Background: an optimization exercise with open tools, aiming at small area. Do not read the settings as production practice. RTL that was checked went through simulation tests only; none was proved equivalent to the original. Power is estimated from default activity; no workload was simulated.

==> trial 73: inputs <==
==> flow/design.v <==
`timescale 1ns / 1ps
module uart_top (
    input  wire iClk,
    input  wire iRst,
    input  wire iRx,
    output wire oTx
  );
  localparam S_BOT  = 6'b000000;    
  localparam S_TOP  = 6'b100000;    
  localparam C_0    = 4'd0;         
  localparam C_1    = 4'd1;
  localparam C_15   = 4'd8;         
  localparam P_CMD  = 3'd0;
  localparam P_A    = 3'd1;
  localparam P_B    = 3'd2;
  localparam P_WAIT = 3'd3;
  localparam P_TXF  = 3'd4;    
  localparam P_TX   = 3'd5;
  localparam P_TX0  = 3'd7;    
  localparam P_TXL  = 3'd6;    
  reg  [511:0] rRing;
  reg  [5:0]   rS;        
  reg  [5:0]   rDist;     
  reg  [2:0]   rPh;
  reg          rBusy;     
  reg  [3:0]   rC;        
  reg  [3:0]   rB;        
  reg  [7:0]   rD;
  reg          rReady;    
  reg          rSub;
  reg          rCout;
  reg          rPend;     
  reg          rTx;
  wire [7:0] wHead  = rRing[7:0];
  wire       wHit   = (rDist == 6'd0);
  wire       wTop   = (rS == S_TOP);
  wire       wBot   = (rS == S_BOT);
  wire [5:0] wSNext = {rS[4:0], rS[5] ^ rS[4] ^ ~|rS[4:0]};    
  wire [3:0] wCNext = {rC[2:0], rC[3] ^ rC[2] ^ ~|rC[2:0]};
  wire       wBitEnd = (rC == C_15);
  wire       wBitBeg = (rC == C_0);
  wire       wPhA   = (rPh == P_A);
  wire       wRxPh  = ~rPh[2] & ~(rPh[1] & rPh[0]);
  wire       wTxPh  = rPh[2];
  wire       wWr    = rReady & wHit & (wPhA | (rPh == P_B));
  wire       wWrA   = wWr & wPhA;
  wire [7:0] wOpR   = wWrA ? 8'd0 : wHead;
  wire [7:0] wOpX   = wWr ? rD : 8'd0;
  wire [8:0] wCy;
  wire [8:0] wSum;
  assign wCy[0] = rPend;
  genvar gi;
  generate
    for (gi = 0; gi < 8; gi = gi + 1) begin : g_add
      assign wSum[gi]  = wOpR[gi] ^ wOpX[gi] ^ wCy[gi];
      assign wCy[gi+1] = (wOpR[gi] & wOpX[gi]) | (wOpR[gi] & wCy[gi]) | (wOpX[gi] & wCy[gi]);
    end
  endgenerate
  assign wSum[8] = wCy[8];
  wire       wStart  = wRxPh & ~rBusy & ~iRx;
  wire       wSample = rBusy & (((rB == 4'd0) & wBitEnd) |
                                ((rB >= 4'd1) & (rB <= 4'd7) & wBitBeg));
  wire       wLdWin  = rB[3] | (rB[2] & rB[1]);
  wire       wLoad   = wTxPh & wLdWin & wHit;
  wire       wLoad7  = wTxPh & (rDist == 6'd63);
  wire       wKDec   = wTxPh & (rPh != P_TXF) & (rB == 4'd0) & wBitBeg;
  wire       wTxGo   = (rPh == P_WAIT) & ~rPend & rB[3] & rB[2];
  wire       wFrEnd  = (rB == 4'd8) & wBitEnd;
  wire       wTxBit  = (rPh == P_TXF) ? (rCout & (rB[2:0] == 3'd0)) : (rD[rB[2:0]] ^ rSub);
  always @(posedge iClk) begin
    rRing <= {wSum[7:0], rRing[511:8]};
  end
  always @(posedge iClk) begin
    if (wSample) rD <= {iRx ^ (rSub & wPhA), rD[7:1]};
    else begin
      if (wLoad) rD[6:0] <= wHead[6:0];
      if (wLoad7) rD[7] <= wHead[7];
    end
  end
  always @(posedge iClk) begin
    if (wStart | wTxGo) begin
      rC <= C_1;
      rB <= 4'd15;
    end else begin
      rC <= wCNext;
      if (wBitEnd) rB <= (wTxPh & (rB == 4'd8)) ? 4'd15 : rB + 4'd1;
    end
  end
  always @(posedge iClk) begin
    if (iRst) begin
      rS     <= S_BOT;
      rDist  <= 6'd63;
      rPh    <= P_CMD;
      rBusy  <= 1'b0;
      rReady <= 1'b0;
      rPend  <= 1'b0;
      rTx    <= 1'b1;
    end else begin
      rS    <= wSNext;
      rDist <= rDist - 6'd1 - {5'd0, wWr | wKDec};
      rPend <= wSum[8] & ~wTop;
      if (wSum[8] & wTop & ~rSub) rCout <= 1'b1;
      if (wStart) rBusy <= 1'b1;
      else if ((rB == 4'd7) & wBitEnd) rBusy <= 1'b0;
      if (wSample && rB == 4'd7) rReady <= 1'b1;
      if (rPh == P_CMD) begin
        if (rReady) begin
          rReady <= 1'b0;
          rSub   <= rD[0];
          rCout  <= 1'b0;
          rPh    <= P_A;
        end
      end else if (wWr) begin
        rReady <= 1'b0;
        if (wBot) rPh <= wPhA ? P_B : P_WAIT;
      end
      if (wTxGo) rPh <= P_TXF;
      if (wLoad & wBot & (rPh == P_TX)) rPh <= ((rB[3] & rB[0]) | wFrEnd) ? P_TXL : P_TX0;
      if (wTxPh && wFrEnd) begin
        if (rPh == P_TXL)
          rPh <= P_CMD;
        else if (rPh == P_TXF)
          rPh <= P_TX;
        else if (rPh == P_TX0)
          rPh <= P_TXL;
      end
      if (wTxGo)
        rTx <= 1'b0;
      else if (wTxPh && wBitBeg)
        rTx <= rB[3] ? ~rB[0] : wTxBit;
    end
  end
  assign oTx = rTx;
endmodule
==> flow/flow/run.sh <==
#!/bin/bash
# Layout flow: the standard flow (standard.sh) with two changes.
#  1. After the standard synthesis, the combinational logic is mapped again
#     for area (flow/remap.tcl with flow/area.abc). Flip-flop and full-adder
#     instances keep their names and cell types.
#  2. Clock tree synthesis builds the tree from clkbuf_4 cells in clusters of
#     at most 12 sinks and adds no dummy loads.
# Each tool's output goes to a log file in the work folder.
set -euo pipefail
WORK=$(pwd)
RES=$WORK/orfs/results/$FLOW_PLATFORM/uart_top/base

bash standard.sh synth > standard_synth.log 2>&1

cp $RES/1_2_yosys.v $WORK/1_2_yosys_standard.v
export REMAP_IN=$WORK/1_2_yosys_standard.v
export REMAP_OUT=$WORK/1_2_yosys_remap.v
export REMAP_ABC=$WORK/flow/area.abc
export LIB_FILE=$FLOW_HOME/platforms/$FLOW_PLATFORM/lib/sky130_fd_sc_hd__tt_025C_1v80.lib
export DONT_USE_CELLS="$(sed -n '/^export DONT_USE_CELLS/,/^$/p' $FLOW_HOME/platforms/$FLOW_PLATFORM/config.mk | grep -o 'sky130_fd_sc_hd__[a-z0-9_]*' | tr '\n' ' ')"
yosys -c $WORK/flow/remap.tcl > remap.log 2>&1
cp $REMAP_OUT $RES/1_2_yosys.v
touch $RES/1_2_yosys.v

export CTS_ARGS="-sink_clustering_enable -repair_clock_nets -dont_use_dummy_load -buf_list sky130_fd_sc_hd__clkbuf_4 -sink_clustering_size 12 -sink_clustering_max_diameter 40"
bash standard.sh > standard.log 2>&1
==> flow/flow/area.abc <==
strash
dc2
dch -f
amap
topo
==> flow/flow/remap.tcl <==
# Re-map the combinational logic of a synthesized netlist for area; flip-flop
# instances (names and cell types) are kept as they are.
# env: REMAP_IN REMAP_OUT LIB_FILE REMAP_ABC DONT_USE_CELLS
set lib $::env(LIB_FILE)
set du {}
foreach c $::env(DONT_USE_CELLS) { lappend du -dont_use $c }
yosys read_verilog -defer $::env(REMAP_IN)
yosys read_liberty -ignore_miss_func -overwrite $lib
yosys hierarchy -top uart_top
# keep every sequential cell, and the full-adder cells, as opaque instances
yosys blackbox {*}[lsort -unique [regexp -all -inline {sky130_fd_sc_hd__(?:\w*df\w*|fa_\d)} [exec cat $::env(REMAP_IN)]]]
yosys flatten
yosys opt -purge
yosys abc -script $::env(REMAP_ABC) -liberty $lib {*}$du
yosys opt_clean -purge
yosys hilomap -singleton -hicell sky130_fd_sc_hd__conb_1 HI -locell sky130_fd_sc_hd__conb_1 LO
yosys splitnets
yosys opt_clean -purge
yosys insbuf -buf sky130_fd_sc_hd__buf_4 A X
yosys tee -o $::env(REMAP_OUT).stat stat -liberty $lib
yosys write_verilog -noattr -nohex -nodec $::env(REMAP_OUT)
==> flow/standard.sh <==
#!/bin/bash
# synth_recipe.tcl (not shown) runs the flow's synth.tcl, then flattens the netlist and writes it again
# the make line also repeats each setting of config.mk as NAME=value (left out here)
make -C /OpenROAD-flow-scripts/flow DESIGN_CONFIG=/design/flow/config.mk WORK_HOME=/design/flow/orfs CLKGATE_MAP_FILE= SYNTH_SCRIPT=/design/flow/synth_recipe.tcl "${@:-finish}"
==> flow/config.mk <==
export PLATFORM = sky130hd
export DESIGN_NAME = uart_top
export DESIGN_NICKNAME = uart_top
export VERILOG_FILES = /design/flow/design.v
export SDC_FILE = /design/flow/constraint.sdc
export NUM_CORES = 4
export LEC_CHECK = 0
export CAP_MARGIN = 0
export CORE_MARGIN = 2
export CORE_UTILIZATION = 65
export PLACE_DENSITY = 0.8
export SLEW_MARGIN = 0
==> flow/constraint.sdc <==
create_clock -name core_clock -period 8.0 [get_ports {iClk}]
set_input_delay 1.6000 -clock core_clock [delete_from_list [all_inputs] [get_ports {iClk}]]
set_output_delay 1.6000 -clock core_clock [all_outputs]
set_load 0.01 [all_outputs]
==> trial 87: changes against trial 73 <==
--- a/flow/design.v
+++ b/flow/design.v
@@ -58,11 +58,11 @@
   endgenerate
   assign wSum[8] = wCy[8];
   wire       wStart  = wRxPh & ~rBusy & ~iRx;
-  wire       wSample = rBusy & (((rB == 4'd0) & wBitEnd) |
-                                ((rB >= 4'd1) & (rB <= 4'd7) & wBitBeg));
+  wire       wSample = rBusy & wRxPh & (((rB == 4'd0) & wBitEnd) |
+                                        ((rB >= 4'd1) & (rB <= 4'd7) & wBitBeg));
   wire       wLdWin  = rB[3] | (rB[2] & rB[1]);
   wire       wLoad   = wTxPh & wLdWin & wHit;
-  wire       wLoad7  = wTxPh & (rDist == 6'd63);
+  wire       wLoad7  = wTxPh & (rDist == 6'd63) & ~rB[3] & ~(rB[2] & rB[1] & rB[0]);
   wire       wKDec   = wTxPh & (rPh != P_TXF) & (rB == 4'd0) & wBitBeg;
   wire       wTxGo   = (rPh == P_WAIT) & ~rPend & rB[3] & rB[2];
   wire       wFrEnd  = (rB == 4'd8) & wBitEnd;
--- a/flow/config.mk
+++ b/flow/config.mk
@@ -5,8 +5,8 @@
 export SDC_FILE = /design/flow/constraint.sdc
 export NUM_CORES = 4
 export LEC_CHECK = 0
-export CAP_MARGIN = 0
+export CAP_MARGIN = 20
 export CORE_MARGIN = 2
 export CORE_UTILIZATION = 65
 export PLACE_DENSITY = 0.8
-export SLEW_MARGIN = 0
+export SLEW_MARGIN = 20
==> trial 42: changes against trial 73 <==
==> flow/design.v, changed modules only <==
module uart_top (
    input  wire iClk,
    input  wire iRst,
    input  wire iRx,
    output wire oTx
  );
  localparam S_BOT  = 6'b000000;    
  localparam S_TOP  = 6'b100000;    
  localparam C_0    = 4'd0;         
  localparam C_1    = 4'd1;
  localparam C_15   = 4'd8;         
  localparam P_CMD  = 3'd0;
  localparam P_A    = 3'd1;
  localparam P_B    = 3'd2;
  localparam P_WAIT = 3'd3;
  localparam P_TXF  = 3'd4;    
  localparam P_TX   = 3'd5;
  localparam P_TX0  = 3'd7;    
  localparam P_TXL  = 3'd6;    
  reg  [511:0] rRing;
  reg  [5:0]   rS;        
  reg  [5:0]   rDist;     
  reg  [2:0]   rPh;
  reg          rBusy;     
  reg  [3:0]   rC;        
  reg  [3:0]   rB;        
  reg  [7:0]   rD;
  reg          rX7;
  reg          rReady;    
  reg          rSub;
  reg          rCout;
  reg          rPend;     
  reg          rTx;
  wire [7:0] wHead  = rRing[7:0];
  wire       wHit   = (rDist == 6'd0);
  wire       wTop   = (rS == S_TOP);
  wire       wBot   = (rS == S_BOT);
  wire [5:0] wSNext = {rS[4:0], rS[5] ^ rS[4] ^ ~|rS[4:0]};    
  wire [3:0] wCNext = {rC[2:0], rC[3] ^ rC[2] ^ ~|rC[2:0]};
  wire       wBitEnd = (rC == C_15);
  wire       wBitBeg = (rC == C_0);
  wire       wPhA   = (rPh == P_A);
  wire       wRxPh  = ~rPh[2] & ~(rPh[1] & rPh[0]);
  wire       wTxPh  = rPh[2];
  wire       wWr    = rReady & wHit & (wPhA | (rPh == P_B));
  wire       wWrA   = wWr & wPhA;
  wire [7:0] wOpR   = wWrA ? 8'd0 : wHead;
  wire [7:0] wOpX   = wWr ? rD : 8'd0;
  wire [8:0] wCy;
  wire [8:0] wSum;
  assign wCy[0] = rPend;
  genvar gi;
  generate
    for (gi = 0; gi < 8; gi = gi + 1) begin : g_add
      assign wSum[gi]  = wOpR[gi] ^ wOpX[gi] ^ wCy[gi];
      assign wCy[gi+1] = (wOpR[gi] & wOpX[gi]) | (wOpR[gi] & wCy[gi]) | (wOpX[gi] & wCy[gi]);
    end
  endgenerate
  assign wSum[8] = wCy[8];
  wire       wStart  = wRxPh & ~rBusy & ~iRx;
  wire       wSample = rBusy & wRxPh & (((rB == 4'd0) & wBitEnd) |
                                        ((rB >= 4'd1) & (rB <= 4'd7) & wBitBeg));
  wire       wLdWin  = rB[3] | (rB[2] & rB[1]);
  wire       wLoad   = wTxPh & wLdWin & wHit;
  wire       wKDec   = wTxPh & (rPh != P_TXF) & (rB == 4'd0) & wBitBeg;
  wire       wTxGo   = (rPh == P_WAIT) & ~rPend & rB[3] & rB[2];
  wire       wFrEnd  = (rB == 4'd8) & wBitEnd;
  wire       wTxBit  = (rPh == P_TXF) ? (rCout & (rB[2:0] == 3'd0)) : (rD[rB[2:0]] ^ rSub);
  always @(posedge iClk) begin
    rRing <= {wSum[7:0], rRing[511:8]};
  end
  always @(posedge iClk) begin
    if (wSample) rD <= {iRx ^ (rSub & wPhA), rD[7:1]};
    else if (wLoad) rD[6:0] <= wHead[6:0];
    if (wKDec) rD[7] <= rX7;
    if (wLoad) rX7 <= wHead[7];
  end
  always @(posedge iClk) begin
    if (wStart | wTxGo) begin
      rC <= C_1;
      rB <= 4'd15;
    end else begin
      rC <= wCNext;
      if (wBitEnd) rB <= (wTxPh & (rB == 4'd8)) ? 4'd15 : rB + 4'd1;
    end
  end
  always @(posedge iClk) begin
    if (iRst) begin
      rS     <= S_BOT;
      rDist  <= 6'd63;
      rPh    <= P_CMD;
      rBusy  <= 1'b0;
      rReady <= 1'b0;
      rPend  <= 1'b0;
      rTx    <= 1'b1;
    end else begin
      rS    <= wSNext;
      rDist <= rDist - 6'd1 - {5'd0, wWr | wKDec};
      rPend <= wSum[8] & ~wTop;
      if (wSum[8] & wTop & ~rSub) rCout <= 1'b1;
      if (wStart) rBusy <= 1'b1;
      else if ((rB == 4'd7) & wBitEnd) rBusy <= 1'b0;
      if (wSample && rB == 4'd7) rReady <= 1'b1;
      if (rPh == P_CMD) begin
        if (rReady) begin
          rReady <= 1'b0;
          rSub   <= rD[0];
          rCout  <= 1'b0;
          rPh    <= P_A;
        end
      end else if (wWr) begin
        rReady <= 1'b0;
        if (wBot) rPh <= wPhA ? P_B : P_WAIT;
      end
      if (wTxGo) rPh <= P_TXF;
      if (wLoad & wBot & (rPh == P_TX)) rPh <= (rB[3] & rB[0]) ? P_TXL : P_TX0;
      if (wTxPh && wFrEnd) begin
        if (rPh == P_TXL)
          rPh <= P_CMD;
        else if (rPh == P_TXF)
          rPh <= P_TX;
        else if (rPh == P_TX0)
          rPh <= P_TXL;
      end
      if (wTxGo)
        rTx <= 1'b0;
      else if (wTxPh && wBitBeg)
        rTx <= rB[3] ? ~rB[0] : wTxBit;
    end
  end
  assign oTx = rTx;
endmodule
--- a/flow/flow/run.sh
+++ b/flow/flow/run.sh
@@ -3,8 +3,8 @@
 #  1. After the standard synthesis, the combinational logic is mapped again
 #     for area (flow/remap.tcl with flow/area.abc). Flip-flop and full-adder
 #     instances keep their names and cell types.
-#  2. Clock tree synthesis builds the tree from clkbuf_4 cells in clusters of
-#     at most 12 sinks and adds no dummy loads.
+#  2. Clock tree synthesis builds the tree from clkbuf_8 cells in clusters of
+#     at most 20 sinks and adds no dummy loads.
 # Each tool's output goes to a log file in the work folder.
 set -euo pipefail
 WORK=$(pwd)
@@ -22,5 +22,5 @@
 cp $REMAP_OUT $RES/1_2_yosys.v
 touch $RES/1_2_yosys.v
 
-export CTS_ARGS="-sink_clustering_enable -repair_clock_nets -dont_use_dummy_load -buf_list sky130_fd_sc_hd__clkbuf_4 -sink_clustering_size 12 -sink_clustering_max_diameter 40"
+export CTS_ARGS="-sink_clustering_enable -repair_clock_nets -dont_use_dummy_load -buf_list sky130_fd_sc_hd__clkbuf_16 -sink_clustering_size 28 -sink_clustering_max_diameter 60"
 bash standard.sh > standard.log 2>&1
--- a/flow/config.mk
+++ b/flow/config.mk
@@ -5,8 +5,8 @@
 export SDC_FILE = /design/flow/constraint.sdc
 export NUM_CORES = 4
 export LEC_CHECK = 0
-export CAP_MARGIN = 0
+export CAP_MARGIN = 20
 export CORE_MARGIN = 2
 export CORE_UTILIZATION = 65
 export PLACE_DENSITY = 0.8
-export SLEW_MARGIN = 0
+export SLEW_MARGIN = 20
==> tab_implementation.tex <==
\begin{tabular}{lr}
\hline
Metric & Value \\
\hline
\multicolumn{2}{l}{\textbf{Placed design}} \\
\quad Setup slack after placement & 3.02 ns \\
\multicolumn{2}{l}{\textbf{Layout}} \\
\quad Non-clk bufs & 4 \\
\quad Sequential cell count of the final layout & 549 \\
\multicolumn{2}{l}{\textbf{STA}} \\
\quad Final critical path time including I/O delays and setup & 4.99 ns \\
\multicolumn{2}{l}{\textbf{Setup path}} \\
\quad WP buf/inv & 3 \\
\multicolumn{2}{l}{\textbf{Status}} \\
\quad Status & finished clean \\
\hline
\end{tabular}
The numbers above come from trial 87.

==> tab_implementation.tex <==
\begin{tabular}{lr}
\hline
Metric & Value \\
\hline
\multicolumn{2}{l}{\textbf{CTS}} \\
\quad Number of buffers inserted by post-CTS setup repair & 0 \\
\quad Number of buffers added by the clock tree synthesis step & 53 \\
\multicolumn{2}{l}{\textbf{STA}} \\
\quad Final critical path time including I/O delays and setup & 5.39 ns \\
\multicolumn{2}{l}{\textbf{Layout}} \\
\quad Final Core Density & 0.696 \\
\quad Non-clk bufs & 3 \\
\quad Net count reported at finish & 817 \\
\multicolumn{2}{l}{\textbf{Status}} \\
\quad Status & finished clean \\
\multicolumn{2}{l}{\textbf{Die}} \\
\quad Die Y-Extent & 141 µm \\
\quad Die Area & 19,800 µm² \\
\multicolumn{2}{l}{\textbf{Global route}} \\
\quad Number of antenna violations at the first check in global routing & 1 \\
\multicolumn{2}{l}{\textbf{Setup path}} \\
\quad WP buf/inv & 2 \\
\multicolumn{2}{l}{\textbf{Placed design}} \\
\quad Setup slack after placement & 2.70 ns \\
\hline
\end{tabular}
The numbers above come from trial 73.

==> tab_implementation.tex <==
\begin{tabular}{lr}
\hline
Metric & Value \\
\hline
\multicolumn{2}{l}{\textbf{Placed design}} \\
\quad Setup slack after placement & 3.54 ns \\
\multicolumn{2}{l}{\textbf{Global route}} \\
\quad Grt met3 use & 0.0258 \\
\multicolumn{2}{l}{\textbf{Layout}} \\
\quad Antenna cells & 0 \\
\quad Non-clk bufs & 4 \\
\quad Sequential cell count of the final layout & 550 \\
\multicolumn{2}{l}{\textbf{Power and ir drop}} \\
\quad Power group with the largest share & registers \\
\quad Total design power & 4.13 mW \\
\multicolumn{2}{l}{\textbf{STA}} \\
\quad Relative max-transition margin & 0.507 \\
\quad Final critical path time including I/O delays and setup & 4.50 ns \\
\multicolumn{2}{l}{\textbf{Setup path}} \\
\quad WP buf/inv & 2 \\
\quad Max stage delay on crit path & 0.40 ns \\
\multicolumn{2}{l}{\textbf{Status}} \\
\quad Status & finished clean \\
\hline
\end{tabular}
The numbers above come from trial 42.

Only the layout flow was run in trial 42; the RTL was not checked for function there.

==> separate check: timing with driven ports <==
How much do the figures lean on ideal ports? The routed layouts below were timed once more, with nothing changed but the port constraints. Step 1 assumes that a clkbuf_16 drives the clock port and a buf_2 every other input. Step 2, shift: input delay + t, output delay - t, t = (earliest + latest rising clock arrival at the registers) / 2. This alone moves slack from input paths to output paths. Slacks: no drivers / after step 1 / after step 2; pairs: no drivers / after step 1.
run	t (ns)	slack for setup (ns)	worst register clock-pin slew, ns
trial 73	0.675	2.614 / 2.614 / 2.614	0.12 / 0.12
trial 87	0.686	3.014 / 3.014 / 3.014	0.11 / 0.11
trial 42	0.562	3.497 / 3.497 / 3.497	0.10 / 0.10
After both steps setup and hold are still met in every run listed.
